Context: an optimization exercise on an open-source flow, tuned for small area and few clock cycles. The choices shown serve that exercise and are no tape-out recipe.
Where RTL was checked, it was by simulation tests only, not by an equivalence proof against the original.
The flow treats the clock pin as an ideal source, which a real chip does not have.
Power is estimated from default activity; no workload was simulated.

// SORT
module SORT(
  clk,
  rst_n,
  in_valid1,
  in_valid2,
  in,
  mode,
  op,
  out_valid,
  out
);
For scale: about 400 cells after synthesis, ~18 I/O pins, roughly 3500 um2 of cells after synthesis.
make LEC_CHECK=0 CAP_MARGIN=20 CORE_MARGIN=2 CORE_UTILIZATION=65 SLEW_MARGIN=20 finish   # period 6.0 ns
run.sh (not shown) runs the stock make flow with config.mk's settings and CLKGATE_MAP_FILE= SYNTH_SCRIPT=/design/flow/synth_recipe.tcl, a recipe that flattens the netlist after the stock synthesis.
Then changed:
Settings changed: CORE_UTILIZATION 65 to 40.
The new run went through all stages and came out clean.
Hold slack got worse by 0.033 ns.
Clock skew stays flat.
Flip-flop and latch count is unchanged.
Routed wire length goes down by 1.1%.
Setup slack improves by 0.059 ns.
Die area came out higher by 59%.
Combinational power stays flat.
Maximum frequency rose by 1.0%.
Cell area rose by 0.31%.
Final cell count came out higher by 8.1%.
Function was not checked in any run of this note: the RTL went through the layout flow alone.

========
== run A ==
The RTL this note starts from:
==> flow/design.v <==
module SORT(
  clk,
  rst_n,
  in_valid1,
  in_valid2,
  in,
  mode,
  op,
  out_valid,
  out
);
input clk;
input rst_n;
input in_valid1;
input in_valid2;
input mode;
input [1:0] op;
input [4:0] in;
output reg out_valid;
output [4:0] out;
wire clr  = in_valid2;
wire push = in_valid1 & op[0];
wire pop  = in_valid1 & ~op[1] & ~op[0];
wire srt  = in_valid1 & op[1];
reg        qmode;             
reg  [4:0] wp;                
reg  [4:0] rp;                
reg  [4:0] s [0:9];
function [9:0] jdec;
  input [4:0] q;
  begin
    jdec[0] = ~q[4] & ~q[0];
    jdec[1] =  q[0] & ~q[1];
    jdec[2] =  q[1] & ~q[2];
    jdec[3] =  q[2] & ~q[3];
    jdec[4] =  q[3] & ~q[4];
    jdec[5] =  q[4] &  q[0];
    jdec[6] = ~q[0] &  q[1];
    jdec[7] = ~q[1] &  q[2];
    jdec[8] = ~q[2] &  q[3];
    jdec[9] = ~q[3] &  q[4];
  end
endfunction
wire [9:0] dw = jdec(wp);
wire [9:0] dr = jdec(rp);
wire       last = rp[4] & ~rp[3];    
reg  [9:0] cand;
reg  [4:0] mx;
reg  [9:0] first;
reg        seen, a11, a01;
integer i, b;
always @(*) begin
  cand = 10'h3ff;
  for (b = 4; b >= 2; b = b - 2) begin
    mx[b] = 1'b0;
    a11 = 1'b0;
    a01 = 1'b0;
    for (i = 0; i < 10; i = i + 1) begin
      mx[b] = mx[b] | (cand[i] & s[i][b]);
      a11   = a11   | (cand[i] & s[i][b] & s[i][b-1]);
      a01   = a01   | (cand[i] & s[i][b-1]);
    end
    mx[b-1] = mx[b] ? a11 : a01;
    for (i = 0; i < 10; i = i + 1)
      cand[i] = cand[i] & (s[i][b] | ~mx[b]) & (s[i][b-1] | ~mx[b-1]);
  end
  mx[0] = 1'b0;
  for (i = 0; i < 10; i = i + 1)
    mx[0] = mx[0] | (cand[i] & s[i][0]);
  for (i = 0; i < 10; i = i + 1)
    cand[i] = cand[i] & (s[i][0] | ~mx[0]);
  seen = 1'b0;
  for (i = 0; i < 10; i = i + 1) begin
    first[i] = cand[i] & ~seen;
    seen = seen | cand[i];
  end
end
assign out = mx & {5{out_valid}};
always @(posedge clk or negedge rst_n) begin
  if (!rst_n)
    out_valid <= 1'b0;
  else
    out_valid <= srt | (out_valid & ~last);
end
always @(posedge clk) begin
  if (clr)
    qmode <= mode;
end
always @(posedge clk) begin
  if (clr)
    wp <= 5'd0;
  else if (push)
    wp <= {wp[3:0], ~wp[4]};
  else if (pop & ~qmode)
    wp <= {~wp[0], wp[4:1]};
end
always @(posedge clk) begin
  if (clr)
    rp <= {~mode, 4'd0};
  else if (srt)
    rp <= 5'd0;
  else if (out_valid | (pop & qmode) | (push & ~qmode))
    rp <= {rp[3:0], ~rp[4]};
  else if (pop)
    rp <= {~rp[0], rp[4:1]};
end
genvar g;
generate
  for (g = 0; g < 10; g = g + 1) begin : slot
    wire we = push & dw[g];
    wire z  = clr | (out_valid & first[g]) | (pop & dr[g]);
    always @(posedge clk)
      s[g] <= (in & {5{we}}) | (s[g] & {5{~z}});
  end
endgenerate
endmodule
==> flow/config.mk <==
export PLATFORM = sky130hd
export DESIGN_NAME = SORT
export DESIGN_NICKNAME = SORT
export VERILOG_FILES = /design/flow/design.v
export SDC_FILE = /design/flow/constraint.sdc
export NUM_CORES = 4
export LEC_CHECK = 0
export CAP_MARGIN = 20
export CORE_MARGIN = 2
export CORE_UTILIZATION = 75
export GPL_ROUTABILITY_DRIVEN = 0
export SETUP_SLACK_MARGIN = 0.1
export SLEW_MARGIN = 20
==> flow/constraint.sdc <==
create_clock -name core_clock -period 6.0 [get_ports {clk}]
set_input_delay 1.2000 -clock core_clock [delete_from_list [all_inputs] [get_ports {clk}]]
set_output_delay 1.2000 -clock core_clock [all_outputs]
set_load 0.01 [all_outputs]
standard.sh (not shown) runs the stock make flow with config.mk's settings and CLKGATE_MAP_FILE= SYNTH_SCRIPT=/design/flow/synth_recipe.tcl, a recipe that flattens the netlist after the stock synthesis.
==> flow/flow/run.sh <==
#!/bin/bash
# Layout flow: the standard flow (standard.sh), with these changes:
#  - synthesis maps the logic with ABC's &nf mapper (flow/area.abc)
#    instead of ORFS's script; ABC only maps the logic between registers, so the
#    registers come out exactly as in the standard synthesis;
#  - ports are buffered with sky130_fd_sc_hd__buf_1 cells;
#  - a small fixed clock tree (flow/clkroot.tcl, run before CTS): the clock
#    port drives one root buffer, which drives four leaf buffers, each feeding
#    a quarter of the registers; TritonCTS is then given only the clock port's
#    net, which has a single sink, so it adds nothing. After CTS,
#    flow/clkfix.tcl swaps a leaf buffer for sky130_fd_sc_hd__clkbuf_16 if its
#    registers' estimated clock slew is over MY_CLK_SLEW ns.
# The make output goes to flow_make.log; each ORFS step logs to orfs/logs/.
set -euo pipefail
W=$PWD
{ head -1 synth_recipe.tcl; cat flow/abc_override.tcl; tail -n +2 synth_recipe.tcl; } > my_synth.tcl
sed -e "s#SYNTH_SCRIPT=[^ ]*#SYNTH_SCRIPT=$W/my_synth.tcl#" standard.sh > my_standard.sh
export MY_ABC_SCRIPT=$W/flow/area.abc
export BUFFER_PORTS_ARGS="-buffer_cell sky130_fd_sc_hd__buf_1"
export PRE_CTS_TCL=$W/flow/clkroot.tcl
export POST_CTS_TCL=$W/flow/clkfix.tcl
export MY_CLK_SLEW=0.115
export MY_CLK_BUF=sky130_fd_sc_hd__clkbuf_8
export MY_CLK_ROOT=sky130_fd_sc_hd__clkbuf_4
export CTS_ARGS="-clk_nets clk"
bash my_standard.sh > flow_make.log 2>&1
==> flow/flow/clkfix.tcl <==
# After CTS: a leaf clock buffer (from flow/clkroot.tcl) whose registers see a
# clock slew over MY_CLK_SLEW (ns, estimated from the placement) is swapped
# for sky130_fd_sc_hd__clkbuf_16, and the placement legalized again.
set block [ord::get_db_block]
set_propagated_clock [all_clocks]
estimate_parasitics -placement
set changed 0
for {set j 0} {[$block findInst clkroot_$j] ne "NULL"} {incr j} {
  set worst 0
  foreach it [[$block findNet clknet_root_$j] getITerms] {
    set i [$it getInst]
    if {[$i getName] eq "clkroot_$j"} { continue }
    set sl [get_property [get_pins "[$i getName]/[[$it getMTerm] getName]"] slew_max]
    if {$sl > $worst} { set worst $sl }
  }
  puts "clkroot_$j: worst estimated clock slew $worst"
  if {$worst > $::env(MY_CLK_SLEW)} {
    replace_cell clkroot_$j sky130_fd_sc_hd__clkbuf_16
    puts "clkroot_$j: replaced by sky130_fd_sc_hd__clkbuf_16"
    set changed 1
  }
}
if {$changed} {
  detailed_placement
  check_placement -verbose
  estimate_parasitics -placement
}
Other scripts of this flow, unchanged in this note and not shown: flow/flow/abc_override.tcl, flow/flow/area.abc, flow/flow/clkroot.tcl
Run A closes out successfully: all stages finished, all timing, DRC and antenna checks passed.
Testbench counts of run A, summed over its fixed seeds: cycles 5,225.
The inputs of run B differ from those of run A as listed below.
diff --git a/flow/flow/run.sh b/flow/flow/run.sh
--- a/flow/flow/run.sh
+++ b/flow/flow/run.sh
@@ -11,3 +11,4 @@
 #    flow/clkfix.tcl swaps a leaf buffer for sky130_fd_sc_hd__clkbuf_16 if its
-#    registers' estimated clock slew is over MY_CLK_SLEW ns.
+#    registers' estimated clock slew is over MY_CLK_SLEW ns, and then removes
+#    the root buffer so that the clock port drives the four leaf buffers.
 # The make output goes to flow_make.log; each ORFS step logs to orfs/logs/.
@@ -22,2 +23,3 @@
 export MY_CLK_SLEW=0.115
+export MY_CLK_NOROOT=1
 export MY_CLK_BUF=sky130_fd_sc_hd__clkbuf_8
diff --git a/flow/flow/clkfix.tcl b/flow/flow/clkfix.tcl
--- a/flow/flow/clkfix.tcl
+++ b/flow/flow/clkfix.tcl
@@ -27 +27,21 @@
 }
+
+# The root buffer is only there so that TritonCTS, given the clock port's net,
+# finds a single sink and adds nothing; with MY_CLK_NOROOT=1 it is removed now
+# and the clock port drives the leaf buffers directly.
+if {[info exists ::env(MY_CLK_NOROOT)] && $::env(MY_CLK_NOROOT)} {
+  set clknet [$block findNet clk]
+  set rnet [$block findNet clknet_root_r]
+  set root [$block findInst clkroot_r]
+  foreach it [$rnet getITerms] {
+    if {[[$it getInst] getName] eq "clkroot_r"} { continue }
+    $it disconnect
+    $it connect $clknet
+  }
+  odb::dbInst_destroy $root
+  odb::dbNet_destroy $rnet
+  puts "clkroot_r: removed; the clock port drives the leaf buffers"
+  detailed_placement
+  check_placement -verbose
+  estimate_parasitics -placement
+}
diff --git a/flow/config.mk b/flow/config.mk
--- a/flow/config.mk
+++ b/flow/config.mk
@@ -10,3 +10,2 @@
 export CORE_UTILIZATION = 75
-export GPL_ROUTABILITY_DRIVEN = 0
 export SETUP_SLACK_MARGIN = 0.1
==> run summary <==
[compare] base=run A new=run B: wire length dropped about 7%; power share of the clock group shows a reduction of 2.4 points; growth of design area from synthesis to finish decreased 0.76 points; global-route wire length before repair went down 2.8%; portion of the clock cycle consumed by the worst path in the final layout shrank by 3.1 points.
Compared to run A, run B has relative slew slack 5.6 points higher.
NOTE: logic gate share of total power in run B exceeds that of run A
Input-level comparison between run C and run B:
diff --git a/flow/flow/run.sh b/flow/flow/run.sh
--- a/flow/flow/run.sh
+++ b/flow/flow/run.sh
@@ -11,4 +11,3 @@
 #    flow/clkfix.tcl swaps a leaf buffer for sky130_fd_sc_hd__clkbuf_16 if its
-#    registers' estimated clock slew is over MY_CLK_SLEW ns, and then removes
-#    the root buffer so that the clock port drives the four leaf buffers.
+#    registers' estimated clock slew is over MY_CLK_SLEW ns.
 # The make output goes to flow_make.log; each ORFS step logs to orfs/logs/.
@@ -23,3 +22,2 @@
 export MY_CLK_SLEW=0.115
-export MY_CLK_NOROOT=1
 export MY_CLK_BUF=sky130_fd_sc_hd__clkbuf_8
diff --git a/flow/flow/clkfix.tcl b/flow/flow/clkfix.tcl
--- a/flow/flow/clkfix.tcl
+++ b/flow/flow/clkfix.tcl
@@ -27,21 +27 @@
 }
-
-# The root buffer is only there so that TritonCTS, given the clock port's net,
-# finds a single sink and adds nothing; with MY_CLK_NOROOT=1 it is removed now
-# and the clock port drives the leaf buffers directly.
-if {[info exists ::env(MY_CLK_NOROOT)] && $::env(MY_CLK_NOROOT)} {
-  set clknet [$block findNet clk]
-  set rnet [$block findNet clknet_root_r]
-  set root [$block findInst clkroot_r]
-  foreach it [$rnet getITerms] {
-    if {[[$it getInst] getName] eq "clkroot_r"} { continue }
-    $it disconnect
-    $it connect $clknet
-  }
-  odb::dbInst_destroy $root
-  odb::dbNet_destroy $rnet
-  puts "clkroot_r: removed; the clock port drives the leaf buffers"
-  detailed_placement
-  check_placement -verbose
-  estimate_parasitics -placement
-}
Results
Run C ends up with a worst setup slack after layout that is 0.12 ns lower than in run B. Run C: area overhead of the layout relative to synthesis is 0.22 points higher than what run B reported. Against run B, run C reports a switching power of the nets that is higher. Final wirelength of run C exceeds that of run B slightly. Of run B and run C, run C shows the higher average via count per standard cell, with run B below it. Per the comparison of run C with run B, wire length of the first global-routing pass saw an increase; utilization saw an increase. Between run B and run C, the difference in wire length on met3 is negligible.

## static timing again, ports no longer ideal
In the flow no input, the clock included, has a driving cell. The finished layouts below were timed again as built, in two steps. Step 1 sets driving cells, clkbuf_16 on the clock port and buf_2 on the other inputs (assumed; they add their load-dependent delay and slew). Step 2 moves the port delays by t, midway between the first and last clock arrival at a register: inputs arrive t later, outputs are due t later. That takes back most of the time a late clock gives input paths. Three values: no drivers, after step 1, after step 2; two values: the first two.
| run | shift t [ns] | setup WS [ns] | hold slack, ns | worst setup path at the end | worst slew at a driven data input, ns |
|---|---|---|---|---|---|
| the first run of note 1 | 0.376 | 0.167 / 0.136 / 0.512 | 0.547 / 0.547 / 0.547 | register to output | 0.04 |
| the second run of note 1 | 0.378 | 0.225 / 0.193 / 0.570 | 0.514 / 0.514 / 0.514 | register to output | 0.03 |
| run A | 0.394 | 0.236 / 0.209 / 0.409 | 0.534 / 0.534 / 0.534 | register to register | 0.03 |
| run B | 0.211 | 0.419 / 0.360 / 0.486 | 0.521 / 0.521 / 0.521 | register to register | 0.03 |
| run C | 0.399 | 0.298 / 0.273 / 0.505 | 0.526 / 0.526 / 0.526 | register to register | 0.03 |
After both steps every run listed still meets setup and hold.
